This design comes from an exercise in tuning for small area on the open sky130 flow, not from production work. Only simulation tests tie the RTL to the original design; equivalence was not proved. Power is estimated from default activity; no workload was simulated.

==> flow/design.v <==
module sdram_controller (
    wr_addr,
    wr_data,
    wr_enable,
    rd_addr,
    rd_data,
    rd_ready,
    rd_enable,
    busy, rst_n, clk,
    addr, bank_addr, data_in, data_out, data_oe, clock_enable, cs_n, ras_n, cas_n, we_n,
    data_mask_low, data_mask_high
);
parameter ROW_WIDTH = 13;
parameter COL_WIDTH = 9;
parameter BANK_WIDTH = 2;
parameter SDRADDR_WIDTH = ROW_WIDTH > COL_WIDTH ? ROW_WIDTH : COL_WIDTH;
parameter HADDR_WIDTH = BANK_WIDTH + ROW_WIDTH + COL_WIDTH;
parameter CLK_FREQUENCY = 133;   
parameter REFRESH_TIME =  32;    
parameter REFRESH_COUNT = 8192;  
localparam CYCLES_BETWEEN_REFRESH = ( CLK_FREQUENCY
                                      * 1_000
                                      * REFRESH_TIME
                                    ) / REFRESH_COUNT;
localparam IDLE      = 5'b00000;
localparam INIT_NOP1 = 5'b01000,
           INIT_PRE1 = 5'b01001,
           INIT_NOP1_1=5'b00101,
           INIT_REF1 = 5'b01010,
           INIT_NOP2 = 5'b01011,
           INIT_REF2 = 5'b01100,
           INIT_NOP3 = 5'b01101,
           INIT_LOAD = 5'b01110,
           INIT_NOP4 = 5'b01111;
localparam REF_PRE  =  5'b00001,
           REF_NOP1 =  5'b00010,
           REF_REF  =  5'b00011,
           REF_NOP2 =  5'b00100;
localparam READ_ACT  = 5'b10000,
           READ_NOP1 = 5'b10001,
           READ_CAS  = 5'b10010,
           READ_NOP2 = 5'b10011,
           READ_READ = 5'b10100;
localparam WRIT_ACT  = 5'b11000,
           WRIT_NOP1 = 5'b11001,
           WRIT_CAS  = 5'b11010,
           WRIT_NOP2 = 5'b11011;
localparam CMD_PALL = 8'b10010001,
           CMD_REF  = 8'b10001000,
           CMD_NOP  = 8'b10111000,
           CMD_MRS  = 8'b10000000,
           CMD_BACT = 8'b10011000,
           CMD_READ = 8'b10101001,
           CMD_WRIT = 8'b10100001;
input  [HADDR_WIDTH-1:0]   wr_addr;
input  [15:0]              wr_data;
input                      wr_enable;
input  [HADDR_WIDTH-1:0]   rd_addr;
output [15:0]              rd_data;
input                      rd_enable;
output                     rd_ready;
output                     busy;
input                      rst_n;
input                      clk;
output [SDRADDR_WIDTH-1:0] addr;
output [BANK_WIDTH-1:0]    bank_addr;
input  [15:0]              data_in;
output [15:0]              data_out;
output                     data_oe;
output                     clock_enable;
output                     cs_n;
output                     ras_n;
output                     cas_n;
output                     we_n;
output                     data_mask_low;
output                     data_mask_high;
reg  [HADDR_WIDTH-1:0]   haddr_r;
reg  [15:0]              wr_data_r;
reg  [15:0]              rd_data_r;
reg                      busy;
reg                      data_mask_low_r;
reg                      data_mask_high_r;
reg [SDRADDR_WIDTH-1:0]  addr_r;
reg [BANK_WIDTH-1:0]     bank_addr_r;
reg                      rd_ready_r;
wire                     data_mask_low, data_mask_high;
assign data_mask_high = data_mask_high_r;
assign data_mask_low  = data_mask_low_r;
assign rd_data        = rd_data_r;
reg [3:0] state_cnt;
reg [9:0] refresh_cnt;
reg [7:0] command;
reg [4:0] state;
reg [7:0] command_nxt;
reg [3:0] state_cnt_nxt;
reg [4:0] next;
assign {clock_enable, cs_n, ras_n, cas_n, we_n} = command[7:3];
assign bank_addr      = (state[4]) ? bank_addr_r : command[2:1];
assign addr           = (state[4] | state == INIT_LOAD) ? addr_r : { {SDRADDR_WIDTH-11{1'b0}}, command[0], 10'd0 };
assign data_out = wr_data_r;
assign data_oe  = (state == WRIT_CAS);
assign rd_ready = rd_ready_r;
always @ (posedge clk)
  if (~rst_n)
    begin
    state <= INIT_NOP1;
    command <= CMD_NOP;
    state_cnt <= 4'hf;
    haddr_r <= {HADDR_WIDTH{1'b0}};
    wr_data_r <= 16'b0;
    rd_data_r <= 16'b0;
    busy <= 1'b0;
    end
  else
    begin
    state <= next;
    command <= command_nxt;
    if (!state_cnt)
      state_cnt <= state_cnt_nxt;
    else
      state_cnt <= state_cnt - 1'b1;
    if (wr_enable)
      wr_data_r <= wr_data;
    if (state == READ_READ)
      begin
      rd_data_r <= data_in;
      rd_ready_r <= 1'b1;
      end
    else
      rd_ready_r <= 1'b0;
    busy <= state[4];
    if (rd_enable)
      haddr_r <= rd_addr;
    else if (wr_enable)
      haddr_r <= wr_addr;
    end
always @ (posedge clk)
 if (~rst_n)
   refresh_cnt <= 10'b0;
 else
   if (state == REF_NOP2)
     refresh_cnt <= 10'b0;
   else
     refresh_cnt <= refresh_cnt + 1'b1;
always @*
begin
    if (state[4])
      {data_mask_low_r, data_mask_high_r} = 2'b00;
    else
      {data_mask_low_r, data_mask_high_r} = 2'b11;
   bank_addr_r = 2'b00;
   addr_r = {SDRADDR_WIDTH{1'b0}};
   if (state == READ_ACT | state == WRIT_ACT)
     begin
     bank_addr_r = haddr_r[HADDR_WIDTH-1:HADDR_WIDTH-(BANK_WIDTH)];
     addr_r = haddr_r[HADDR_WIDTH-(BANK_WIDTH+1):HADDR_WIDTH-(BANK_WIDTH+ROW_WIDTH)];
     end
   else if (state == READ_CAS | state == WRIT_CAS)
     begin
     bank_addr_r = haddr_r[HADDR_WIDTH-1:HADDR_WIDTH-(BANK_WIDTH)];
     addr_r = {
               {SDRADDR_WIDTH-(11){1'b0}},
               1'b1,                        
               {10-COL_WIDTH{1'b0}},
               haddr_r[COL_WIDTH-1:0]
              };
     end
   else if (state == INIT_LOAD)
     begin
     addr_r = {{SDRADDR_WIDTH-10{1'b0}}, 10'b1000110000};
     end
end
always @*
begin
   state_cnt_nxt = 4'd0;
   command_nxt = CMD_NOP;
   if (state == IDLE)
        if (refresh_cnt >= CYCLES_BETWEEN_REFRESH)
          begin
          next = REF_PRE;
          command_nxt = CMD_PALL;
          end
        else if (rd_enable)
          begin
          next = READ_ACT;
          command_nxt = CMD_BACT;
          end
        else if (wr_enable)
          begin
          next = WRIT_ACT;
          command_nxt = CMD_BACT;
          end
        else
          begin
          next = IDLE;
          end
    else
      if (!state_cnt)
        case (state)
          INIT_NOP1:
            begin
            next = INIT_PRE1;
            command_nxt = CMD_PALL;
            end
          INIT_PRE1:
            begin
            next = INIT_NOP1_1;
            end
          INIT_NOP1_1:
            begin
            next = INIT_REF1;
            command_nxt = CMD_REF;
            end
          INIT_REF1:
            begin
            next = INIT_NOP2;
            state_cnt_nxt = 4'd7;
            end
          INIT_NOP2:
            begin
            next = INIT_REF2;
            command_nxt = CMD_REF;
            end
          INIT_REF2:
            begin
            next = INIT_NOP3;
            state_cnt_nxt = 4'd7;
            end
          INIT_NOP3:
            begin
            next = INIT_LOAD;
            command_nxt = CMD_MRS;
            end
          INIT_LOAD:
            begin
            next = INIT_NOP4;
            state_cnt_nxt = 4'd1;
            end
          REF_PRE:
            begin
            next = REF_NOP1;
            end
          REF_NOP1:
            begin
            next = REF_REF;
            command_nxt = CMD_REF;
            end
          REF_REF:
            begin
            next = REF_NOP2;
            state_cnt_nxt = 4'd7;
            end
          WRIT_ACT:
            begin
            next = WRIT_NOP1;
            state_cnt_nxt = 4'd1;
            end
          WRIT_NOP1:
            begin
            next = WRIT_CAS;
            command_nxt = CMD_WRIT;
            end
          WRIT_CAS:
            begin
            next = WRIT_NOP2;
            state_cnt_nxt = 4'd1;
            end
          READ_ACT:
            begin
            next = READ_NOP1;
            state_cnt_nxt = 4'd1;
            end
          READ_NOP1:
            begin
            next = READ_CAS;
            command_nxt = CMD_READ;
            end
          READ_CAS:
            begin
            next = READ_NOP2;
            state_cnt_nxt = 4'd1;
            end
          READ_NOP2:
            begin
            next = READ_READ;
            end
          default:
            begin
            next = IDLE;
            end
          endcase
      else
        begin
        next = state;
        command_nxt = command;
        end
end
endmodule
==> flow/run.sh <==
#!/bin/bash
# synth_recipe.tcl (not shown) runs the flow's synth.tcl, then flattens the netlist and writes it again
# the make line also repeats each setting of config.mk as NAME=value (left out here)
make -C /OpenROAD-flow-scripts/flow DESIGN_CONFIG=/design/flow/config.mk WORK_HOME=/design/flow/orfs CLKGATE_MAP_FILE= SYNTH_SCRIPT=/design/flow/synth_recipe.tcl finish
==> flow/config.mk <==
export PLATFORM = sky130hd
export DESIGN_NAME = sdram_controller
export DESIGN_NICKNAME = sdram_controller
export VERILOG_FILES = /design/flow/design.v
export SDC_FILE = /design/flow/constraint.sdc
export NUM_CORES = 4
export LEC_CHECK = 0
export CAP_MARGIN = 20
export CORE_MARGIN = 2
export CORE_UTILIZATION = 40
export PLACE_DENSITY = 0.6
export SLEW_MARGIN = 20
==> flow/constraint.sdc <==
create_clock -name core_clock -period 7.5 [get_ports {clk}]
set_input_delay 1.5000 -clock core_clock [delete_from_list [all_inputs] [get_ports {clk}]]
set_output_delay 1.5000 -clock core_clock [all_outputs]
set_load 0.01 [all_outputs]
==> results of run 1 <==
-- through the flow --
step                      cell area [µm²]  hold WS [ps]  std cells  setup slack (ps)  util [%]
after detailed placement             5638         436.6        740              3179     54.86
after CTS                            5841         459.3        756              3409     56.83
after global routing                 5848         481.8        757              3205     56.90
after global placement               5638         442.4        740              3198     54.86
after floorplan                      4209         423.8        494              4104         -
final                                5848         457.2        757              3458     56.90
-- metal layers --
layer / track usage (%) / wire, µm / share of wire, % / vias to the layer above
li1: - / - / - / 1924
met1: 25.76 / 5208 / 46 / 1705
met2: 34.49 / 5508 / 49 / 96
met3: 2.492 / 447 / 3.9 / 11
met4: 6.772 / 187 / 1.6 / 0
met5: 0 / 0 / 0 / -
-- logic make-up (layout without fill, tap and decap cells) --
kind of cell,after synthesis,in the layout,share of synthesized area [%]
multiplexers,54,54,12.96
adder cells (fa/ha/maj),10,10,2.973
flip-flops,92,92,44.00
AND/OR/NAND/NOR,199,199,20.78
AO/OA/AOI/OAI,83,83,12.63
XOR/XNOR,8,8,1.665
other,2,2,0.1784
buffers and inverters,46,173,4.816
-- report_power, final --
group	switching, W	total [W]	internal, W
clock	0.000187	0.000347	0.000160
combinational	0.0000432	0.000112	0.0000688
sequential	0.00000911	0.000515	0.000505
total	0.000240	0.000974	0.000734
-- cells in the mapped netlist, types with 4 or more instances --
master,instances
a21oi_1,48
a311o_1,4
and2_1,4
and3_1,12
buf_1,5
buf_2,4
buf_4,4
clkbuf_1,18
dfxtp_1,91
ha_1,10
inv_1,10
mux2i_1,53
nand2_1,53
nand3_1,15
nor2_1,94
nor3_1,5
o21ai_0,6
xnor2_1,5
-- worst min path at each step --
stage | endpoint | slack, ps | cells past startpoint
4_1_cts | rd_data_r[12]$_SDFFE_PN0P_ | 460 | 2
5_1_grt | rd_data_r[7]$_SDFFE_PN0P_ | 480 | 2
2_1_floorplan | command[4]$_SDFFE_PN1N_ | 420 | 2
3_3_place_gp | command[4]$_SDFFE_PN1N_ | 440 | 2
3_5_place_dp | command[4]$_SDFFE_PN1N_ | 440 | 2
6_report | rd_data_r[12]$_SDFFE_PN0P_ | 460 | 2
-- area by class of cell --
cell class	instances	area, µm²
clock buffers	9	123.9
clock inverters	7	78.83
fillers	953	4429
inverters	14	55.05
multi-input cells	356	2155
flip-flops and latches	92	1852
well taps	136	170.2
repair buffers	143	1414
-- worst reg2reg max path, cell delays in order (launching register included) --
cell,delay (ps)
dfxtp_1,890
nor3_4,120
and2_1,310
nor3_1,560
inv_1,230
ha_1,350
and2_1,180
a311o_1,310
o32ai_1,110
==> reports/metrics.yaml, run 1 <==
run_status:
  status: "no timing/DRC/antenna violations"
die:
  die-area_um2: 11360
  die_x_um: 106.6
  ios: 141
  rows: 37
  die_h_um: 106.6
  design.core.area_um2: 10280
  start_util_pct: 40.95
clock_network:
  clk_path_buf_depth: 2
  cts_tree: "yes"
  clkTransAtPathRegs_ps: 90
  root_buffer: "clkbuf_8"
  clock_latency_ps: 360
  cts_made_buffers: 9
  post-cts-setup-buffers: 0
  htreeDepth: 3
  ctsResizeCount: 0
  cts.sinks: 92
  cts_hold_buf: 0
timing:
  fin_crit_sh_pct: 53.90
  min_period_ps: 4042
  max_clock_freq_ghz: 0.2474
  tns_ps: 0
  max_slew_margin_pct: 41.36
  worst_slew_pin_slew_ps: 872.9
  hold_viol: 0
  setup_violations: 0
  rsz0062_at_grt: "false"
  final_max_slew_viol_count: 0
  finClkSkew_ps: 10.06
drt:
  drt_iter0_drc: 163
  drc: 0
  viasPerCell: 4.935
  wirelength_um: 11350
  vias: 3736
  wl_per_cell_um: 14.99
  dr.pass1.iters: 4
  detail-route-antenna-nets: 0
layout:
  drive_gt1_share_pct: 5.636
  diodes: 0
  nNetsFinal: 710
  area_growth_pct: 38.94
  final_common_cell: "clkdlybuf4s50_1"
  mostFrequentLayoutCells: "clkdlybuf4s50_1 (137), nor2_1 (94), dfxtp_1 (91)"
power_and_ir_drop:
  ir_worst_vdd_v: 0.0001018
  power_density_nw_per_um2: 166.5
  power_w: 0.0009738
  leakage_nw: 2.313
worst_setup_path:
  cp_top_family: "simple AND/OR/NAND/NOR gates"
  required_ps: 6000
  worst-r2r-setup-slack_ps: 4360
  cpPeakStageDelay_ps: 710
  worstSetupStartpointType: "flip-flop"
  path_max_fanout: 8
  path_depth: 5
  crit_slowest_cell: "nor3_1"
  crit_end: "addr[5]"
  rr_worst_depth: 8
  path_cells: "inv_1 -> nor3_1 -> nor2_1 -> a21oi_1 -> clkdlybuf4s50_1"
  worstPathArrival_ps: 2540
  timing.rr.start: "state[1]$_SDFFE_PN0N_"
  critPathLaunch: "state[4]$_SDFFE_PN0N_"
  critPathBufInv: 2
  crit_type: "flip-flop to output port"
  end_kind: "output port"
global_routing:
  track_usage_pct: 19.96
  antenna_found_initial: 0
  grt_max_degree: 62
  grt_remaining_overflow: 0
  grt_pass1_vias: 3506
  grt_pass1_wl_um: 17950
logic_synthesis:
  syn_area_per_cell_um2: 8.520
  syn_inst: 494
  ys_top_cells_by_area: "dfxtp_1 (43%), mux2i_1 (13%), nor2_1 (8.4%)"
  ys_ff_latch: 92
  synth_edf_count: 1
  async_reset_ff_share_pct: 0
  ys_seq_area_share_pct: 44.00
  synthesis.area_um2: 4209
  ys.flop_type: "dfxtp_1"
  syn-num-nets: 588
  synth_largest_area_cell: "dfxtp_1"
  yosysTopAreaCellShare_pct: 43.28
  synth.distinct_cells: 58
  ys_warn_count: 1
hold_path:
  hold_class: "flip-flop to flip-flop"
  hold_start: "rd_data_r[12]$_SDFFE_PN0P_"
place:
  place_congestion: 0.8983
  port_buffers: 138
  dpl.hpwl_um: 8119
run:
  cap_violations: 0
==> inputs of run 2 (changes only) <==
==> flow/flow/run.sh (new file) <==
#!/bin/bash
# Standard ORFS layout, with each port buffered by the smallest buffer (buf_1).
set -euo pipefail
export BUFFER_PORTS_ARGS="-buffer_cell sky130_fd_sc_hd__buf_1"
bash standard.sh finish > flow_make.log 2>&1
==> flow/standard.sh (new file) <==
#!/bin/bash
# synth_recipe.tcl (not shown) runs the flow's synth.tcl, then flattens the netlist and writes it again
# the make line also repeats each setting of config.mk as NAME=value (left out here)
make -C /OpenROAD-flow-scripts/flow DESIGN_CONFIG=/design/flow/config.mk WORK_HOME=/design/flow/orfs CLKGATE_MAP_FILE= SYNTH_SCRIPT=/design/flow/synth_recipe.tcl "${@:-finish}"
removed: flow/run.sh
==> run 2 against run 1 <==
  * Flip-flop and latch count did not move
  * Global-route usage fell by 1.4 points
  * Cell count fell by 0.26%
  * Routed wire length fell by 7.3%
  * Die area did not move
  * Still clean
  * Register-to-register slack barely moved
  * Final area fell by 16%
  * Core utilization fell by 8.8 points
  * Area after synthesis did not move
  * Combinational power fell by 31%
==> reports/metrics.yaml, run 2 <==
logic_synthesis:
  synth_mux_area_share_pct: 12.96  # unchanged
  synthXorXnorAreaFrac_pct: 1.665  # unchanged
  syn_area_per_cell_um2: 8.520  # unchanged
  yosysMostFrequentCell: "nor2_1"  # unchanged
  synth_top_family_by_area: "simple AND/OR/NAND/NOR gates"  # unchanged
  synth_edf_count: 1  # unchanged
  yosys-top-cells-count: "nor2_1 (94), dfxtp_1 (91), mux2i_1 (53), nand2_1 (53), a21oi_1 (48)"  # unchanged
  yosysTopAreaCellShare_pct: 43.28  # unchanged
  synthesis.area_um2: 4209  # unchanged
  synth.distinct_cells: 58  # unchanged
  synth_largest_area_cell: "dfxtp_1"  # unchanged
  ys_top_cells_by_area: "dfxtp_1 (43%), mux2i_1 (13%), nor2_1 (8.4%)"  # unchanged
  yosys.area_share.adder_pct: 2.973  # unchanged
  syn-num-nets: 588  # unchanged
  yosys.area_share.simple_pct: 20.78  # unchanged
  ys_ff_latch: 92  # unchanged
  ys_seq_area_share_pct: 44.00  # unchanged
  async_reset_ff_share_pct: 0  # unchanged
  ys.flop_type: "dfxtp_1"  # unchanged
  syn_inst: 494  # unchanged
  synth_compound_area_share_pct: 12.63  # unchanged
  ys_warn_count: 1  # unchanged
die:
  design.core.area_um2: 10280  # unchanged
  ios: 141  # unchanged
  rows: 37  # unchanged
  die_h_um: 106.6  # unchanged
  start_util_pct: 40.95  # unchanged
  die-area_um2: 11360  # unchanged
  die_x_um: 106.6  # unchanged
layout:
  mostFrequentLayoutCells: "buf_1 (136), nor2_1 (94), dfxtp_1 (91)"  # was clkdlybuf4s50_1 (137), nor2_1 (94), dfxtp_1 (91)
  nNetsFinal: 709  # was 710
  drive_gt1_share_pct: 5.008  # was 5.636%
  final_common_cell: "buf_1"  # was clkdlybuf4s50_1
  diodes: 0  # unchanged
  stdcell_area_um2: 4941  # was 5848 µm²
  area_growth_pct: 17.39  # was 38.94%
worst_setup_path:
  worstPathArrival_ps: 2130  # was 2540 ps
  path_cells: "inv_1 -> nor3_1 -> nor2_1 -> a21oi_1 -> buf_1"  # was inv_1 -> nor3_1 -> nor2_1 -> a21oi_1 -> clkdlybuf4s50_1
  end_kind: "output port"  # unchanged
  critPathBufInv: 2  # unchanged
  worstSetupStartpointType: "flip-flop"  # unchanged
  cp_top_family: "simple AND/OR/NAND/NOR gates"  # unchanged
  required_ps: 6000  # about the same
  crit_slowest_cell: "nor3_1"  # unchanged
  path_max_fanout: 8  # unchanged
  cpPeakStageDelay_ps: 700  # was 710 ps
  crit_type: "flip-flop to output port"  # unchanged
clock_network:
  clkTransAtPathRegs_ps: 80  # was 90 ps
  clock_latency_ps: 340  # was 360 ps
  cts_tree: "yes"  # unchanged
  post-cts-setup-buffers: 0  # unchanged
  htreeDepth: 3  # unchanged
  cts_made_buffers: 9  # unchanged
  cts.sinks: 92  # unchanged
  clk_path_buf_depth: 2  # unchanged
  cts_hold_buf: 0  # unchanged
  root_buffer: "clkbuf_8"  # unchanged
  ctsResizeCount: 0  # unchanged
drt:
  detail-route-antenna-nets: 0  # unchanged
  met3_length_um: 609  # was 447 µm
  wl_per_cell_um: 13.94  # was 14.99 µm
  vias: 3797  # was 3736
  met1_length_um: 4920  # was 5208 µm
  wirelength_um: 10520  # was 11350 µm
  wl_met2_um: 4815  # was 5508 µm
  drt_iter0_drc: 245  # was 163
  drc: 0  # unchanged
  viasPerCell: 5.029  # was 4.935
  dr.pass1.iters: 4  # unchanged
  topRoutingLayerUsed: "met4"  # unchanged
power_and_ir_drop:
  internal_power_w: 0.0006681  # was 0.0007341 W
  ir_worst_vdd_v: 0.00008516  # was 0.0001018 V
  power_frac_comb_pct: 8.8  # was 11.5%
  seq_power_share_pct: 58.3  # was 52.8%
  p_switching_w: 0.0002140  # was 0.0002397 W
  p_clk_share_pct: 32.8  # was 35.6%
  switching_share_pct: 24.26  # was 24.61%
  leakage_nw: 1.928  # was 2.313 nW
  power_density_nw_per_um2: 178.5  # was 166.5 nW/µm²
timing:
  worst_slew_pin_slew_ps: 903.5  # was 872.9 ps
  finClkSkew_ps: 6.491  # was 10.06 ps
  tns_ps: 0  # unchanged
  max_slew_margin_pct: 39.68  # was 41.36%
  hold_viol: 0  # unchanged
  max_clock_freq_ghz: 0.2757  # was 0.2474 GHz
  min_period_ps: 3627  # was 4042 ps
  fin_crit_sh_pct: 48.36  # was 53.90%
  setup_violations: 0  # unchanged
  rsz0062_at_grt: "false"  # unchanged
  final_max_slew_viol_count: 0  # unchanged
global_routing:
  grt_pass1_wl_um: 17040  # was 17950 µm
  track_usage_pct: 18.60  # was 19.96%
  grt_max_degree: 62  # unchanged
  antenna_found_initial: 0  # unchanged
  grt_remaining_overflow: 0  # unchanged
  grt_pass1_vias: 3492  # was 3506
run_status:
  status: "no timing/DRC/antenna violations"  # unchanged
place:
  port_buffers: 138  # unchanged
  dpl.hpwl_um: 7613  # was 8119 µm
  place_area_um2: 4775  # was 5638 µm²
  place_congestion: 0.8679  # was 0.8983
run:
  cap_violations: 0  # unchanged
hold_path:
  hold_class: "flip-flop to flip-flop"  # unchanged
-- run 2: cell types whose count changed in the layout (fill, tap and decap cells not counted), sizes merged --
cell,previous run,this run
inv,18,13
buf,5,140
clkdlybuf4s50,137,0
bufinv,1,0
clkbuf,10,15
clkinvlp,0,1
-- run 2: worst min-delay path, cell delays in order (launching register included) --
cell	delay [ps]
dfxtp_1	310
nand2_1	50
a21oi_1	50
-- run 2: path summary, 6_finish.rpt --
check,slack [ps],startpoint,depth (start not counted),end
setup / recovery,3870,state[4]$_SDFFE_PN0N_,5,addr[4]
hold / removal,460,rd_data_r[14]$_SDFFE_PN0P_,2,rd_data_r[14]$_SDFFE_PN0P_
setup reg to reg,4370,state[1]$_SDFFE_PN0N_,8,flip-flop
hold reg to reg,460,rd_data_r[14]$_SDFFE_PN0P_,2,rd_data_r[14]$_SDFFE_PN0P_
-- run 2: metrics by stage --
step	cells	power [W]	hold slack [ps]	worst slack, ps	util (%)
after floorplan	494	0.0005754	423.8	4104	-
after global placement	739	0.0006019	440.2	3686	46.46
after detailed placement	739	0.0006046	446.2	3569	46.46
after CTS	754	0.0008907	458.1	3785	48.03
after global routing	755	0.0009260	485.1	3593	48.08
final	755	0.0008821	457.5	3873	48.08
-- run 2: power groups by stage --
| stage | Sequential [W] | Clock [W] | Combinational [W] |
|---|---|---|---|
| CTS | 0.000515 | 0.000297 | 0.0000787 |
| detailed placement | 0.000526 | 0 | 0.0000783 |
| floorplan | 0.000526 | 0 | 0.0000490 |
| global route | 0.000517 | 0.000321 | 0.0000878 |
| global placement | 0.000525 | 0 | 0.0000764 |
| finish | 0.000515 | 0.000290 | 0.0000778 |
-- run 2: area by class of cell --
class | count | area (µm²)
Clock inverter | 2 | 12.51
Timing Repair Buffer | 142 | 548.0
Clock buffer | 13 | 148.9
Multi-Input combinational cell | 356 | 2155
Sequential cell | 92 | 1852
Inverter | 14 | 55.05
Tap cell | 136 | 170.2
Fill cell | 1043 | 5336
-- run 2: cell families (layout without fill, tap and decap cells) --
group	after synthesis	after routing
compound gates	83	83
xor+xnor	8	8
fa+ha+maj	10	10
buf+inv	46	171
flops	92	92
mux	54	54
other cells	2	2
simple gates	199	199
-- run 2: routing by layer --
metal | GRT usage (%) | up-vias
met2 | 30.07 | 123
met5 | 0 | -
met3 | 3.343 | 13
met1 | 25.12 | 1742
li1 | - | 1919
met4 | 6.215 | 0
==> inputs of run 3 (changes only) <==
==> flow/design.v (replaced) <==
module sdram_controller (
    wr_addr,
    wr_data,
    wr_enable,
    rd_addr,
    rd_data,
    rd_ready,
    rd_enable,
    busy, rst_n, clk,
    addr, bank_addr, data_in, data_out, data_oe, clock_enable, cs_n, ras_n, cas_n, we_n,
    data_mask_low, data_mask_high
);
input  [23:0] wr_addr;
input  [15:0] wr_data;
input         wr_enable;
input  [23:0] rd_addr;
output [15:0] rd_data;
input         rd_enable;
output        rd_ready;
output        busy;
input         rst_n;
input         clk;
output [12:0] addr;
output [1:0]  bank_addr;
input  [15:0] data_in;
output [15:0] data_out;
output        data_oe;
output        clock_enable;
output        cs_n;
output        ras_n;
output        cas_n;
output        we_n;
output        data_mask_low;
output        data_mask_high;
localparam [9:0] C = 10'd1017;
reg [12:0] row_r;      
reg [8:0]  col_r;      
reg [1:0]  bank_r;     
reg [15:0] wr_data_r;
reg [15:0] rd_data_r;
reg [9:0]  rcnt;
reg        seq;        
reg        acc;        
reg        rd;         
reg [2:0]  phase;
wire post   = acc & phase[2] & phase[1] & (phase[0] | ~rd);
wire act    = acc & (phase == 3'd0);
wire cas    = acc & (phase == 3'd3);
wire dec    = (~seq & ~acc) | post;             
wire due    = rcnt[9] & ~rcnt[8];               
wire s_pall = seq & (rcnt == C + 10'd16 || rcnt == C - 10'd11);
wire s_ref  = seq & (rcnt == C + 10'd18 || rcnt == C + 10'd27 || rcnt == C - 10'd9);
wire s_mrs  = seq & (rcnt == C + 10'd36);
wire s_end  = (rcnt == C + 10'd38 || rcnt == C - 10'd1);
always @(posedge clk) begin
  if (rd_enable)
    {bank_r, col_r} <= {rd_addr[23:22], rd_addr[8:0]};
  else if (wr_enable)
    {bank_r, col_r} <= {wr_addr[23:22], wr_addr[8:0]};
  row_r <= rd_enable ? rd_addr[21:9] : wr_addr[21:9];
  if (wr_enable)
    wr_data_r <= wr_data;
  rd_data_r <= data_in;
  phase <= dec ? 3'd0 : phase + 3'd1;
  if (dec)
    rd <= rd_enable;
  if (~rst_n) begin
    seq  <= 1'b1;
    acc  <= 1'b0;
    rcnt <= C;
  end else if (dec) begin
    seq  <= due;
    acc  <= ~due & (rd_enable | wr_enable);
    rcnt <= due ? C - 10'd11 : rcnt + 10'd1;
  end else begin
    if (s_end)
      seq <= 1'b0;
    rcnt <= rcnt + 10'd1;
  end
end
assign clock_enable = 1'b1;
assign cs_n  = 1'b0;
assign ras_n = ~(act | s_pall | s_ref | s_mrs);
assign cas_n = ~(cas | s_ref | s_mrs);
assign we_n  = ~((cas & ~rd) | s_pall | s_mrs);
assign data_oe  = cas & ~rd;
assign data_out = wr_data_r;
assign data_mask_low  = ~acc | post;
assign data_mask_high = ~acc | post;
assign busy     = acc & (phase != 3'd0);
assign rd_ready = post & rd;
assign rd_data  = rd_data_r;
assign bank_addr = bank_r & {2{acc}};
assign addr[12:11] = row_r[12:11] & {2{acc}};
assign addr[10]    = acc ? (row_r[10] | ~act) : ~s_mrs;
assign addr[9]     = row_r[9] | ~acc;
assign addr[8:0]   = acc ? (act ? row_r[8:0] : col_r) : 9'h030;
endmodule
--- a/flow/config.mk
+++ b/flow/config.mk
@@ -8,5 +8,6 @@
 export CAP_MARGIN = 20
 export CORE_MARGIN = 2
 export CORE_UTILIZATION = 40
+export CTS_BUF_LIST = sky130_fd_sc_hd__clkbuf_4
 export PLACE_DENSITY = 0.6
 export SLEW_MARGIN = 20
==> run 3 against run 2 <==
  * Clock skew increased by 1.2 ps
  * Area after synthesis is 33% lower
  * Final area is 29% lower
==> reports/metrics.yaml, run 3 <==
run_status:
  status: "no timing/DRC/antenna violations"  # unchanged
timing:
  finClkSkew_ps: 7.708  # was 6.491 ps
  worst_slew_pin_slew_ps: 867.2  # was 903.5 ps
  tns_ps: 0  # unchanged
  hold_viol: 0  # unchanged
  max_slew_margin_pct: 42.19  # was 39.68%
  final_max_slew_viol_count: 0  # unchanged
  min_period_ps: 3660  # was 3627 ps
  rsz0062_at_grt: "false"  # unchanged
  setup_violations: 0  # unchanged
  fin_crit_sh_pct: 48.81  # was 48.36%
  max_clock_freq_ghz: 0.2732  # was 0.2757 GHz
logic_synthesis:
  synthesis.area_um2: 2808  # was 4209 µm²
  yosysMostFrequentCell: "dfxtp_1"  # was nor2_1
  yosysTopAreaCellShare_pct: 31.37  # was 43.28%
  ys.flop_type: "dfxtp_1"  # unchanged
  ys_ff_latch: 72  # was 92
  ys_seq_area_share_pct: 61.32  # was 44.00%
  syn-num-nets: 327  # was 588
  yosys-top-cells-count: "dfxtp_1 (44), nand2_1 (32), edfxtp_1 (28)"  # was nor2_1 (94), dfxtp_1 (91), mux2i_1 (53), nand2_1 (53), a21oi_1 (48)
  syn_area_per_cell_um2: 11.90  # was 8.520 µm²
  synth_edf_count: 28  # was 1
  ys_top_cells_by_area: "dfxtp_1 (31%), edfxtp_1 (30%), mux2_2 (9.6%)"  # was dfxtp_1 (43%), mux2i_1 (13%), nor2_1 (8.4%)
  synth_largest_area_cell: "dfxtp_1"  # unchanged
  synth.distinct_cells: 33  # was 58
  syn_inst: 236  # was 494
  ys_warn_count: 1  # unchanged
  async_reset_ff_share_pct: 0  # unchanged
hold_path:
  hold_start: "phase[0]$_SDFF_PN0_"  # was rd_data_r[14]$_SDFFE_PN0P_
  hold_depth: 1  # was 2
  hold_class: "flip-flop to flip-flop"  # unchanged
  hold_path_end: "phase[0]$_SDFF_PN0_"  # was rd_data_r[14]$_SDFFE_PN0P_
worst_setup_path:
  required_ps: 6000  # about the same
  path_max_fanout: 4  # was 8
  timing.rr.start: "acc$_SDFFE_PN0N_"  # was state[1]$_SDFFE_PN0N_
  rr_worst_depth: 4  # was 8
  end_kind: "output port"  # unchanged
  crit_type: "flip-flop to output port"  # unchanged
  worst-r2r-setup-slack_ps: 5570  # was 4370 ps
  worstPathArrival_ps: 2160  # was 2130 ps
  reg2reg_to: "seq$_SDFFE_PN1P_"
  worstSetupStartpointType: "flip-flop"  # unchanged
run:
  cap_violations: 0  # unchanged
place:
  place_congestion: 0.7987  # was 0.8679
  place_area_um2: 3379  # was 4775 µm²
  port_buffers: 138  # unchanged
  dpl.hpwl_um: 4279  # was 7613 µm
layout:
  stdcell_area_um2: 3516  # was 4941 µm²
  top_regs: "rd_data_r (16), wr_data_r (16), row_r (13)"
  nNetsFinal: 464  # was 709
  diodes: 0  # unchanged
  final_common_cell: "buf_1"  # unchanged
  mostFrequentLayoutCells: "buf_1 (138), dfxtp_1 (44), nand2_1 (32)"  # was buf_1 (136), nor2_1 (94), dfxtp_1 (91)
  area_growth_pct: 25.22  # was 17.39%
  fill_cells: 635  # was 1043
  drive_gt1_share_pct: 11.11  # was 5.008%
drt:
  drt_iter0_drc: 98  # was 245
  dr.pass1.iters: 4  # unchanged
  drc: 0  # unchanged
  wirelength_um: 5675  # was 10520 µm
  detail-route-antenna-nets: 0  # unchanged
  wl_per_cell_um: 11.97  # was 13.94 µm
  viasPerCell: 4.441  # was 5.029
  vias: 2105  # was 3797
die:
  die-area_um2: 7705  # was 11360 µm²
  design.core.area_um2: 6794  # was 10280 µm²
  die_h_um: 87.78  # was 106.6 µm
  start_util_pct: 41.33  # was 40.95%
  die_x_um: 87.78  # was 106.6 µm
  rows: 30  # was 37
  ios: 141  # unchanged
global_routing:
  grt_pass1_wl_um: 8776  # was 17040 µm
  grt_max_degree: 27  # was 62
  grt_remaining_overflow: 0  # unchanged
  track_usage_pct: 14.90  # was 18.60%
  grt_pass1_vias: 1980  # was 3492
  antenna_found_initial: 0  # unchanged
clock_network:
  post-cts-setup-buffers: 0  # unchanged
  htreeDepth: 3  # unchanged
  cts_tree: "yes"  # unchanged
  cts_made_buffers: 9  # unchanged
  clock_latency_ps: 400  # was 340 ps
  root_buffer: "clkbuf_4"  # was clkbuf_8
  clkTransAtPathRegs_ps: 120  # was 80 ps
  cts_hold_buf: 0  # unchanged
  clk_path_buf_depth: 2  # unchanged
  cts.sinks: 72  # was 92
  ctsResizeCount: 0  # unchanged
power_and_ir_drop:
  leakage_nw: 1.321  # was 1.928 nW
  ir_worst_vdd_v: 0.0001024  # was 0.00008516 V
  power_density_nw_per_um2: 245.9  # was 178.5 nW/µm²
[run 3: cell types whose count changed after synthesis, moves of 21 or more]
cell	delta
dfxtp_1	-47
mux2i_1	-53
nand2_1	-21
edfxtp_1	+27
nor2_1	-82
mux2_2	+24
a21oi_1	-45
[run 3: kinds of logic (layout without fill, tap and decap cells)]
| logic type | after synthesis | count (layout) | share of synthesized area (%) |
|---|---|---|---|
| AND/OR/NAND/NOR | 78 | 78 | 13.81 |
| buffers and inverters | 23 | 165 | 3.966 |
| AO/OA/AOI/OAI | 21 | 21 | 5.080 |
| adder cells (fa/ha/maj) | 7 | 7 | 3.119 |
| flip-flops | 72 | 72 | 61.32 |
| other | 2 | 2 | 0.2675 |
| multiplexers | 24 | 24 | 9.626 |
| XOR/XNOR | 9 | 9 | 2.807 |
[run 3: report_power, final]
group	switching [W]	total, W	internal, W
logic	0.0000893	0.000154	0.0000647
clock network	0.000132	0.000237	0.000104
registers	0.0000270	0.000474	0.000447
total	0.000249	0.000864	0.000616
[run 3: critical path: stages, from the launching register on]
cell and delay, ps:
dfxtp_1 360, or4_4 560, or4b_4 520, nor2_1 100, a21oi_1 50, buf_1 160
[run 3: through the flow]
| stage | std cells | setup WS (ps) | hold slack, ps | total power, W | utilization, % |
|---|---|---|---|---|---|
| final | 474 | 3840 | 466.9 | 0.0008645 | 51.75 |
| after global routing | 474 | 3612 | 505.2 | 0.0009187 | 51.75 |
| after CTS | 474 | 3789 | 475.1 | 0.0008769 | 51.75 |
| after detailed placement | 458 | 4254 | 448.3 | 0.0006413 | 49.74 |
| after global placement | 458 | 4287 | 442.3 | 0.0006364 | 49.74 |
| after floorplan | 236 | 4400 | 425.0 | 0.0005828 | - |
[run 3: layout make-up]
type	instances	area, µm²	area share, %
well taps	96	120.1	3.416
clock buffers	10	75.07	2.135
flip-flops and latches	72	1722	48.97
multi-input cells	141	974.7	27.72
repair buffers	139	525.5	14.95
clock inverters	6	61.31	1.744
inverters	10	37.54	1.068
[run 3: layer usage]
layer	vias to the layer above	routed length [µm]	GRT usage, %
met4	0	44	5.035
met2	74	2862	25.62
met1	948	2377	17.39
met5	-	0	0
li1	1078	-	-
met3	5	390	5.090
[run 3: worst max-delay path by stage]
stage,from,to,cells after the start
5_1_grt,phase[1]$_SDFF_PN0_,addr[8],6
3_5_place_dp,phase[0]$_SDFF_PN0_,addr[6],6
4_1_cts,phase[0]$_SDFF_PN0_,addr[6],6
6_report,rcnt[7]$_SDFF_PN1_,addr[10],5
2_1_floorplan,rcnt[5]$_SDFF_PN1_,cas_n,3
3_3_place_gp,rcnt[5]$_SDFF_PN1_,addr[10],5
==> inputs of run 4 (changes only) <==
--- a/flow/config.mk
+++ b/flow/config.mk
@@ -8,6 +8,5 @@
 export CAP_MARGIN = 20
 export CORE_MARGIN = 2
 export CORE_UTILIZATION = 40
-export CTS_BUF_LIST = sky130_fd_sc_hd__clkbuf_4
 export PLACE_DENSITY = 0.6
 export SLEW_MARGIN = 20
==> run 4 against run 3 <==
  * Count of clock-buffer cells in the layout grew 2
  * Non-clock buffer count is the same
  * Area after synthesis is the same
  * Clock skew is essentially flat
  * Critical path depth is the same
  * Flip-flop and latch count is the same
  * Sequential share of layout area shrank 0.79 points
  * Core utilization grew 0.85 points
  * First-iteration DRC count shrank 46%
  * Clock power grew 22%
  * Critical path type unchanged
  * Highest routed layer unchanged
==> reports/metrics.yaml, run 4 <==
run_status:
  status: "no timing/DRC/antenna violations"  # unchanged
global_routing:
  grt_remaining_overflow: 0  # unchanged
  grt_pass1_wl_um: 8769  # was 8776 µm
  track_usage_pct: 14.95  # was 14.90%
  grt_max_degree: 27  # unchanged
  grt_pass1_vias: 1981  # was 1980
  antenna_found_initial: 0  # unchanged
die:
  die-area_um2: 7705  # unchanged
  start_util_pct: 41.33  # unchanged
  ios: 141  # unchanged
  die_x_um: 87.78  # unchanged
  rows: 30  # unchanged
  die_h_um: 87.78  # unchanged
  design.core.area_um2: 6794  # unchanged
logic_synthesis:
  synth_largest_area_cell: "dfxtp_1"  # unchanged
  yosys.area_share.simple_pct: 13.81  # unchanged
  syn_inst: 236  # unchanged
  yosys-top-cells-count: "dfxtp_1 (44), nand2_1 (32), edfxtp_1 (28)"  # unchanged
  yosysMostFrequentCell: "dfxtp_1"  # unchanged
  synthesis.area_um2: 2808  # unchanged
  ys_top_cells_by_area: "dfxtp_1 (31%), edfxtp_1 (30%), mux2_2 (9.6%)"  # unchanged
  synth_compound_area_share_pct: 5.080  # unchanged
  syn_area_per_cell_um2: 11.90  # unchanged
  synthXorXnorAreaFrac_pct: 2.807  # unchanged
  ys_ff_latch: 72  # unchanged
  synth_edf_count: 28  # unchanged
  yosysTopAreaCellShare_pct: 31.37  # unchanged
  async_reset_ff_share_pct: 0  # unchanged
  synth_top_family_by_area: "simple AND/OR/NAND/NOR gates"  # unchanged
  syn-num-nets: 327  # unchanged
  ys_warn_count: 1  # unchanged
  synth_mux_area_share_pct: 9.626  # unchanged
  ys.flop_type: "dfxtp_1"  # unchanged
  synth.distinct_cells: 33  # unchanged
  ys_seq_area_share_pct: 61.32  # unchanged
  yosys.area_share.adder_pct: 3.119  # unchanged
layout:
  nNetsFinal: 464  # unchanged
  top_regs: "rd_data_r (16), wr_data_r (16), row_r (13)"  # unchanged
  stdcell_area_um2: 3573  # was 3516 µm²
  final_common_cell: "buf_1"  # unchanged
  drive_gt1_share_pct: 11.11  # unchanged
  instances_no_fill: 474  # unchanged
  mostFrequentLayoutCells: "buf_1 (138), dfxtp_1 (44), nand2_1 (32)"  # unchanged
  diodes: 0  # unchanged
  post-route-util_pct: 52.60  # was 51.75%
  area_growth_pct: 27.27  # was 25.22%
drt:
  wl_per_cell_um: 12.03  # was 11.97 µm
  dr.pass1.iters: 4  # unchanged
  wirelength_um: 5704  # was 5675 µm
  detail-route-antenna-nets: 0  # unchanged
  drt_iter0_drc: 53  # was 98
  viasPerCell: 4.449  # was 4.441
  drc: 0  # unchanged
  vias: 2109  # was 2105
worst_setup_path:
  required_ps: 6000  # about the same
  worstPathArrival_ps: 2090  # was 2160 ps
  worstSetupStartpointType: "flip-flop"  # unchanged
  end_kind: "output port"  # unchanged
  path_cells: "or4_4 -> or4b_4 -> nor2_1 -> a21oi_1 -> buf_1"  # unchanged
  crit_type: "flip-flop to output port"  # unchanged
  crit_slowest_cell: "or4_4"  # unchanged
  cpPeakStageDelay_ps: 550  # was 560 ps
  path_max_fanout: 6  # was 4
  critPathBufInv: 1  # unchanged
  cp_top_family: "simple AND/OR/NAND/NOR gates"  # unchanged
clock_network:
  clock_latency_ps: 340  # was 400 ps
  ctsResizeCount: 0  # unchanged
  cts.sinks: 72  # unchanged
  htreeDepth: 3  # unchanged
  post-cts-setup-buffers: 0  # unchanged
  cts_made_buffers: 9  # unchanged
  cts_tree: "yes"  # unchanged
  clk_path_buf_depth: 2  # unchanged
  cts_hold_buf: 0  # unchanged
  root_buffer: "clkbuf_8"  # was clkbuf_4
  clkTransAtPathRegs_ps: 70  # was 120 ps
timing:
  hold_viol: 0  # unchanged
  min_period_ps: 3589  # was 3660 ps
  setup_violations: 0  # unchanged
  worst_slew_pin_slew_ps: 889.6  # was 867.2 ps
  final_max_slew_viol_count: 0  # unchanged
  finClkSkew_ps: 7.285  # was 7.708 ps
  max_clock_freq_ghz: 0.2787  # was 0.2732 GHz
  max_slew_margin_pct: 40.69  # was 42.19%
  tns_ps: 0  # unchanged
  rsz0062_at_grt: "false"  # unchanged
  fin_crit_sh_pct: 47.85  # was 48.81%
  setup_ws_ps: 3911  # was 3840 ps
place:
  place_area_um2: 3379  # unchanged
  dp_slack_ps: 4254  # unchanged
  place_inst: 458  # unchanged
  place_congestion: 0.7987  # unchanged
  dpl.hpwl_um: 4279  # unchanged
  port_buffers: 138  # unchanged
hold_path:
  hold_class: "flip-flop to flip-flop"  # unchanged
power_and_ir_drop:
  leakage_nw: 1.345  # was 1.321 nW
  power_density_nw_per_um2: 256.6  # was 245.9 nW/µm²
  ir_worst_vdd_v: 0.0001297  # was 0.0001024 V
run:
  cap_violations: 0  # unchanged
## run 4: cell counts after synthesis
No cell type changed its count.
## run 4: final timing paths
kind / startpoint / slack [ps] / to / cells past startpoint
max: rcnt[5]$_SDFF_PN1_ / 3910 / addr[10] / 5
min: phase[0]$_SDFF_PN0_ / 460 / phase[0]$_SDFF_PN0_ / 1
max reg2reg: acc$_SDFFE_PN0N_ / 5580 / seq$_SDFFE_PN1P_ / 4
min reg2reg: phase[0]$_SDFF_PN0_ / 460 / phase[0]$_SDFF_PN0_ / 1
## run 4: per-stage QoR
step / hold slack (ps) / total power, W
detailed placement: 448.3 / 0.0006413
floorplan: 425.0 / 0.0005828
finish: 457.9 / 0.0009168
CTS: 465.6 / 0.0009309
global route: 494.9 / 0.0009727
global placement: 442.3 / 0.0006364
## run 4: cell type report
type | count | area [µm²]
Clock inverter | 4 | 27.53
Fill cell | 630 | 3221
Sequential cell | 72 | 1722
Tap cell | 96 | 120.1
Clock buffer | 12 | 166.4
Timing Repair Buffer | 139 | 525.5
Inverter | 10 | 37.54
Multi-Input combinational cell | 141 | 974.7
## run 4: cells by family after synthesis
| group | Yosys count |
|---|---|
| adders and majority gates | 7 |
| xor gates and xnor gates | 9 |
| muxes | 24 |
| buffers and inverters | 23 |
| other | 2 |
| DFF | 72 |
| AOI/OAI and AO/OA | 21 |
| and+or+nand+nor | 78 |
## run 4: power breakdown
group	internal, W	total, W	switching (W)	leakage [nW]
clock network	0.000149	0.000288	0.000139	0.101
registers	0.000447	0.000474	0.0000269	0.646
logic	0.0000646	0.000154	0.0000898	0.597
## run 4: per-layer routing
layer | share of wire (%) | global-route usage, % | up-vias
met2 | 50 | 25.55 | 75
met4 | 0.77 | 4.615 | 0
met1 | 42 | 17.44 | 952
met3 | 6.8 | 5.655 | 4
li1 | - | - | 1078
met5 | 0 | 0 | -
==> inputs of run 5 (changes only) <==
==> flow/flow/run.sh (replaced) <==
#!/bin/bash
# Standard ORFS layout, with each port buffered by buf_1 and a small clock tree
# (no dummy clock loads).
set -euo pipefail
export BUFFER_PORTS_ARGS="-buffer_cell sky130_fd_sc_hd__buf_1"
export CTS_ARGS="-repair_clock_nets -dont_use_dummy_load -buf_list sky130_fd_sc_hd__clkbuf_8 -root_buf sky130_fd_sc_hd__clkbuf_8 -sink_clustering_enable -sink_clustering_size 40 -sink_clustering_max_diameter 200"
bash standard.sh finish > flow_make.log 2>&1
==> run 5 against run 4 <==
  * Sequential power is essentially flat
  * First-iteration DRC count grew 75%
  * Sequential share of layout area grew 0.96 points
  * Largest cell class unchanged
  * Combinational power is essentially flat
  * Via count shrank 0.28%
  * Global-route usage is essentially flat
  * Critical endpoint unchanged
  * Critical path depth is the same
  * Flip-flop and latch count is the same
  * Final area shrank 2.0%
  * Critical path type unchanged
  * Cell count shrank 1.5%
  * Routed wire length shrank 1.3%
==> reports/metrics.yaml, run 5 <==
global_routing:
  grt_pass1_wl_um: 8756  # was 8769 µm
  grt_pass1_vias: 1969  # was 1981
  grt_max_degree: 27  # unchanged
  track_usage_pct: 14.94  # was 14.95%
  grt_remaining_overflow: 0  # unchanged
  antenna_found_initial: 0  # unchanged
drt:
  drc: 0  # unchanged
  wirelength_um: 5631  # was 5704 µm
  wl_per_cell_um: 12.06  # was 12.03 µm
  drt_iter0_drc: 93  # was 53
  viasPerCell: 4.503  # was 4.449
  dr.pass1.iters: 4  # unchanged
  vias: 2103  # was 2109
  detail-route-antenna-nets: 0  # unchanged
worst_setup_path:
  end_kind: "output port"  # unchanged
  timing.rr.start: "acc$_SDFFE_PN0N_"  # unchanged
  crit_type: "flip-flop to output port"  # unchanged
  reg2reg_to: "seq$_SDFFE_PN1P_"  # unchanged
  required_ps: 6000  # about the same
  worstSetupStartpointType: "flip-flop"  # unchanged
  worst-r2r-setup-slack_ps: 5580  # about the same
  rr_worst_depth: 4  # unchanged
  worstPathArrival_ps: 2070  # was 2090 ps
  path_max_fanout: 4  # was 6
  critPathLaunch: "rcnt[7]$_SDFF_PN1_"  # was rcnt[5]$_SDFF_PN1_
die:
  die_h_um: 87.78  # unchanged
  rows: 30  # unchanged
  start_util_pct: 41.33  # unchanged
  die-area_um2: 7705  # unchanged
  ios: 141  # unchanged
  design.core.area_um2: 6794  # unchanged
  die_x_um: 87.78  # unchanged
logic_synthesis:
  ys_seq_area_share_pct: 61.32  # unchanged
  async_reset_ff_share_pct: 0  # unchanged
  ys.flop_type: "dfxtp_1"  # unchanged
  syn_area_per_cell_um2: 11.90  # unchanged
  synthesis.area_um2: 2808  # unchanged
  yosysTopAreaCellShare_pct: 31.37  # unchanged
  yosysMostFrequentCell: "dfxtp_1"  # unchanged
  ys_ff_latch: 72  # unchanged
  synth_edf_count: 28  # unchanged
  synth_largest_area_cell: "dfxtp_1"  # unchanged
  syn_inst: 236  # unchanged
  ys_warn_count: 1  # unchanged
  syn-num-nets: 327  # unchanged
  yosys-top-cells-count: "dfxtp_1 (44), nand2_1 (32), edfxtp_1 (28)"  # unchanged
  synth.distinct_cells: 33  # unchanged
  ys_top_cells_by_area: "dfxtp_1 (31%), edfxtp_1 (30%), mux2_2 (9.6%)"  # unchanged
clock_network:
  post-cts-setup-buffers: 0  # unchanged
  cts.sinks: 72  # unchanged
  htreeDepth: 3  # unchanged
  ctsResizeCount: 0  # unchanged
  cts_made_buffers: 9  # unchanged
  clkTransAtPathRegs_ps: 60  # was 70 ps
  clk_path_buf_depth: 2  # unchanged
  clock_latency_ps: 330  # was 340 ps
  root_buffer: "clkbuf_8"  # unchanged
  cts_tree: "yes"  # unchanged
  cts_hold_buf: 0  # unchanged
layout:
  final_common_cell: "buf_1"  # unchanged
  drive_gt1_share_pct: 9.704  # was 11.11%
  top_regs: "rd_data_r (16), wr_data_r (16), row_r (13)"  # unchanged
  stdcell_area_um2: 3503  # was 3573 µm²
  nNetsFinal: 464  # unchanged
  diodes: 0  # unchanged
  mostFrequentLayoutCells: "buf_1 (138), dfxtp_1 (44), nand2_1 (32)"  # unchanged
  area_growth_pct: 24.78  # was 27.27%
timing:
  fin_crit_sh_pct: 47.59  # was 47.85%
  rsz0062_at_grt: "false"  # unchanged
  tns_ps: 0  # unchanged
  max_slew_margin_pct: 40.60  # was 40.69%
  setup_violations: 0  # unchanged
  setup_ws_ps: 3930  # was 3911 ps
  min_period_ps: 3570  # was 3589 ps
  hold_viol: 0  # unchanged
  max_clock_freq_ghz: 0.2801  # was 0.2787 GHz
  finClkSkew_ps: 10.48  # was 7.285 ps
  final_max_slew_viol_count: 0  # unchanged
  worst_slew_pin_slew_ps: 890.9  # was 889.6 ps
hold_path:
  hold_depth: 1  # unchanged
  hold_class: "flip-flop to flip-flop"  # unchanged
  hold_path_end: "phase[0]$_SDFF_PN0_"  # unchanged
  hold_start: "phase[0]$_SDFF_PN0_"  # unchanged
place:
  place_congestion: 0.7987  # unchanged
  place_area_um2: 3379  # unchanged
  dp_slack_ps: 4254  # unchanged
  port_buffers: 138  # unchanged
  dpl.hpwl_um: 4279  # unchanged
run_status:
  status: "no timing/DRC/antenna violations"  # unchanged
run:
  cap_violations: 0  # unchanged
power_and_ir_drop:
  power_w: 0.0008518  # was 0.0009168 W
  ir_worst_vdd_v: 0.0001149  # was 0.0001297 V
  leakage_nw: 1.308  # was 1.345 nW
  power_density_nw_per_um2: 243.1  # was 256.6 nW/µm²
==> run 5: cell count changes in the layout (fill, tap and decap cells not counted), sizes merged <==
cell	change
clkinv	-4
clkbuf	-3
==> run 5: cell type report <==
cell class / count / area (µm²)
timing repair buffer: 139 / 525.5
tap: 96 / 120.1
multi-input combinational: 141 / 974.7
fill: 634 / 3291
inverter: 10 / 37.54
sequential: 72 / 1722
clock buffer: 9 / 123.9
==> run 5: power breakdown <==
| part | internal, W | switching [W] | total [W] | leakage [nW] |
|---|---|---|---|---|
| clock | 0.000107 | 0.000117 | 0.000224 | 0.0647 |
| combinational | 0.0000646 | 0.0000894 | 0.000154 | 0.597 |
| sequential | 0.000447 | 0.0000265 | 0.000474 | 0.646 |
==> run 5: cells by family after synthesis <==
family / synth area share (%)
compound gates: 5.080
flops: 61.32
fa+ha+maj: 3.119
other cells: 0.2675
xor+xnor: 2.807
simple gates: 13.81
buf+inv: 3.966
mux: 9.626
==> run 5: how the worst max path moves through the flow <==
stage,endpoint,slack (ps)
global route,addr[8],3710
global placement,addr[10],4290
floorplan,cas_n,4400
finish,addr[10],3930
CTS,addr[6],3870
detailed placement,addr[6],4250
==> run 5: metal layers <==
| layer | track usage [%] | vias to the layer above | wire length, µm | part of all wire (%) |
|---|---|---|---|---|
| li1 | - | 1072 | - | - |
| met2 | 25.55 | 71 | 2794 | 50 |
| met1 | 17.21 | 951 | 2378 | 42 |
| met3 | 4.524 | 9 | 374 | 6.6 |
| met5 | 0 | - | 0 | 0 |
| met4 | 6.713 | 0 | 83 | 1.5 |
==> run 5: critical path: stages (launching register included) <==
cell and delay [ps]:
dfxtp_1 340, or4_4 560, or4b_4 520, nor2_1 100
a21oi_1 50, buf_1 160
==> run 5: stage by stage <==
step                      cells  hold slack (ps)  util (%)
after CTS                   467            464.0     51.57
after floorplan             236            425.0         -
after global placement      458            442.3     49.74
final                       467            456.7     51.57
after detailed placement    458            448.3     49.74
after global routing        467            493.4     51.57
==> inputs of run 6 (changes only) <==
==> flow/flow/run.sh (replaced) <==
#!/bin/bash
# Standard ORFS layout, with each port buffered by buf_1 and a small clock tree
# (no dummy clock loads).
set -euo pipefail
export BUFFER_PORTS_ARGS="-buffer_cell sky130_fd_sc_hd__buf_1"
export CTS_ARGS="-sink_clustering_enable -repair_clock_nets -dont_use_dummy_load -buf_list sky130_fd_sc_hd__clkbuf_4 -sink_clustering_size 24 -sink_clustering_max_diameter 100"
bash standard.sh finish > flow_make.log 2>&1
==> run 6 against run 5 <==
  * Largest cell class unchanged
  * Die area unchanged
  * Non-clock buffer count did not move
  * Count of clock-buffer cells in the layout is the same
  * Highest routed layer unchanged
  * Fmax is 1.7% lower
==> reports/metrics.yaml, run 6 <==
hold_path:
  hold_class: "flip-flop to flip-flop"  # unchanged
  hold_start: "phase[0]$_SDFF_PN0_"  # unchanged
  hold_depth: 1  # unchanged
  hold_path_end: "phase[0]$_SDFF_PN0_"  # unchanged
power_and_ir_drop:
  leakage_nw: 1.285  # was 1.308 nW
  power_density_nw_per_um2: 230.4  # was 243.1 nW/µm²
  ir_worst_vdd_v: 0.0001014  # was 0.0001149 V
logic_synthesis:
  yosysMostFrequentCell: "dfxtp_1"  # unchanged
  ys_seq_area_share_pct: 61.32  # unchanged
  ys_ff_latch: 72  # unchanged
  ys_warn_count: 1  # unchanged
  async_reset_ff_share_pct: 0  # unchanged
  yosys-top-cells-count: "dfxtp_1 (44), nand2_1 (32), edfxtp_1 (28)"  # unchanged
  ys_top_cells_by_area: "dfxtp_1 (31%), edfxtp_1 (30%), mux2_2 (9.6%)"  # unchanged
  synth_edf_count: 28  # unchanged
  syn_inst: 236  # unchanged
  synth_largest_area_cell: "dfxtp_1"  # unchanged
  synthesis.area_um2: 2808  # unchanged
  syn_area_per_cell_um2: 11.90  # unchanged
  syn-num-nets: 327  # unchanged
  yosysTopAreaCellShare_pct: 31.37  # unchanged
  synth.distinct_cells: 33  # unchanged
  ys.flop_type: "dfxtp_1"  # unchanged
layout:
  area_growth_pct: 22.77  # was 24.78%
  diodes: 0  # unchanged
  top_regs: "rd_data_r (16), wr_data_r (16), row_r (13)"  # unchanged
  nNetsFinal: 464  # unchanged
  instances_no_fill: 467  # unchanged
  final_common_cell: "buf_1"  # unchanged
  drive_gt1_share_pct: 9.704  # unchanged
  mostFrequentLayoutCells: "buf_1 (138), dfxtp_1 (44), nand2_1 (32)"  # unchanged
die:
  start_util_pct: 41.33  # unchanged
  die_x_um: 87.78  # unchanged
  rows: 30  # unchanged
  die-area_um2: 7705  # unchanged
  die_h_um: 87.78  # unchanged
  design.core.area_um2: 6794  # unchanged
  ios: 141  # unchanged
clock_network:
  clk_path_buf_depth: 2  # unchanged
  cts_hold_buf: 0  # unchanged
  post-cts-setup-buffers: 0  # unchanged
  htreeDepth: 3  # unchanged
  cts.sinks: 72  # unchanged
  cts_made_buffers: 9  # unchanged
  cts_tree: "yes"  # unchanged
  clkTransAtPathRegs_ps: 100  # was 60 ps
  root_buffer: "clkbuf_4"  # was clkbuf_8
  clock_latency_ps: 380  # was 330 ps
  ctsResizeCount: 0  # unchanged
timing:
  fin_crit_sh_pct: 48.44  # was 47.59%
  final_max_slew_viol_count: 0  # unchanged
  min_period_ps: 3633  # was 3570 ps
  worst_slew_pin_slew_ps: 859.1  # was 890.9 ps
  max_clock_freq_ghz: 0.2752  # was 0.2801 GHz
  finClkSkew_ps: 13.04  # was 10.48 ps
  max_slew_margin_pct: 42.72  # was 40.60%
  whs_ps: 464.6  # was 456.7 ps
  tns_ps: 0  # unchanged
  rsz0062_at_grt: "false"  # unchanged
  hold_viol: 0  # unchanged
  setup_violations: 0  # unchanged
worst_setup_path:
  required_ps: 6000  # about the same
  worst-r2r-setup-slack_ps: 5560  # was 5580 ps
  rr_worst_depth: 4  # unchanged
  worstSetupStartpointType: "flip-flop"  # unchanged
  timing.rr.start: "acc$_SDFFE_PN0N_"  # unchanged
  path_max_fanout: 4  # unchanged
  critPathLaunch: "rcnt[7]$_SDFF_PN1_"  # unchanged
  reg2reg_to: "seq$_SDFFE_PN1P_"  # unchanged
  end_kind: "output port"  # unchanged
  crit_type: "flip-flop to output port"  # unchanged
  worstPathArrival_ps: 2130  # was 2070 ps
global_routing:
  grt_pass1_wl_um: 8749  # was 8756 µm
  antenna_found_initial: 0  # unchanged
  track_usage_pct: 14.90  # was 14.94%
  grt_remaining_overflow: 0  # unchanged
  grt_max_degree: 27  # unchanged
  grt_pass1_vias: 1969  # unchanged
place:
  place_congestion: 0.7987  # unchanged
  place_inst: 458  # unchanged
  dpl.hpwl_um: 4279  # unchanged
  port_buffers: 138  # unchanged
drt:
  drc: 0  # unchanged
  dr.pass1.iters: 4  # unchanged
  viasPerCell: 4.488  # was 4.503
  detail-route-antenna-nets: 0  # unchanged
  drt_iter0_drc: 109  # was 93
  vias: 2096  # was 2103
  wl_per_cell_um: 12.13  # was 12.06 µm
  wirelength_um: 5667  # was 5631 µm
run_status:
  status: "no timing/DRC/antenna violations"  # unchanged
run:
  cap_violations: 0  # unchanged
-- run 6: cell count changes in the layout (fill, tap and decap cells not counted) --
cell      delta
clkbuf_4     +9
clkbuf_8     -9
-- run 6: cell type report --
type | count | area, µm²
tap | 96 | 120.1
clock buffer | 9 | 67.56
timing repair buffer | 139 | 525.5
multi-input combinational | 141 | 974.7
fill | 642 | 3347
inverter | 10 | 37.54
sequential | 72 | 1722
-- run 6: power by group --
group | switching, W | total [W] | internal, W | leakage, nW
clock | 0.000111 | 0.000166 | 0.0000559 | 0.0414
sequential | 0.0000271 | 0.000474 | 0.000447 | 0.646
combinational | 0.0000894 | 0.000154 | 0.0000647 | 0.597
total | 0.000227 | 0.000794 | 0.000567 | 1.28
-- run 6: cell families (layout without fill, tap and decap cells) --
family                     count (synthesis)  after routing  synth area share, %
other                                      2              2               0.2675
DFF                                       72             72                61.32
AOI/OAI and AO/OA                         21             21                5.080
and+or+nand+nor                           78             78                13.81
xor gates and xnor gates                   9              9                2.807
buffers and inverters                     23            158                3.966
adders and majority gates                  7              7                3.119
muxes                                     24             24                9.626
-- run 6: worst max-delay path by stage --
stage               end
6_report       addr[10]
5_1_grt         addr[8]
4_1_cts         addr[6]
3_5_place_dp    addr[6]
2_1_floorplan     cas_n
3_3_place_gp   addr[10]
-- run 6: metal layers --
metal,global-route usage (%),routed length (µm)
met1,17.45,2354
met2,25.34,2879
met3,5.372,385
met4,5.035,48
met5,0,0
-- run 6: metrics by stage --
step           total power [W]  util [%]  setup slack (ps)  cell area, µm²
6_report             0.0007944     50.74              3867            3447
5_1_grt              0.0008486     50.74              3618            3447
4_1_cts              0.0008072     50.74              3798            3447
3_5_place_dp         0.0006413     49.74              4254            3379
3_3_place_gp         0.0006364     49.74              4287            3379
2_1_floorplan        0.0005828         -              4400            2808
-- run 6: worst max-delay path: stages (launching register included) --
cell,delay [ps]
dfxtp_1,350
or4_4,560
or4b_4,520
nor2_1,100
a21oi_1,50
buf_1,160

[separate check: timing with driven ports]
The flow's constraints put no driver on any port. The routed layouts listed below were extracted and timed again, unchanged, in two steps.
Step 1, drivers: a clkbuf_16 drives clk and a buf_2 each remaining input, both assumed.
Step 2 times the ports against the registers' clock, not the clock port: input delays grow and output delays shrink by t, the midpoint of the rising clock arrivals with the driver on.
Three values: ideal ports, drivers, drivers and shift; two values: the first two.
| run | t, ns | setup WS [ns] | clock arrival spread, ns | cell pins on the clock port's net |
|---|---|---|---|---|
| run 1 | 0.387 | 3.458 / 3.421 / 3.139 | 0.013 / 0.013 | 1 |
| run 2 | 0.370 | 3.873 / 3.842 / 3.526 | 0.006 / 0.006 | 1 |
| run 3 | 0.417 | 3.840 / 3.813 / 4.230 | 0.014 / 0.014 | 1 |
| run 4 | 0.362 | 3.911 / 3.883 / 4.245 | 0.010 / 0.010 | 1 |
| run 5 | 0.354 | 3.930 / 3.902 / 4.256 | 0.023 / 0.024 | 1 |
| run 6 | 0.406 | 3.867 / 3.840 / 4.246 | 0.037 / 0.037 | 1 |
After both steps every run listed still meets setup and hold. The setup slack of run 2, which loses most, moves by -0.031 ns with the drivers and by -0.347 ns with both steps.
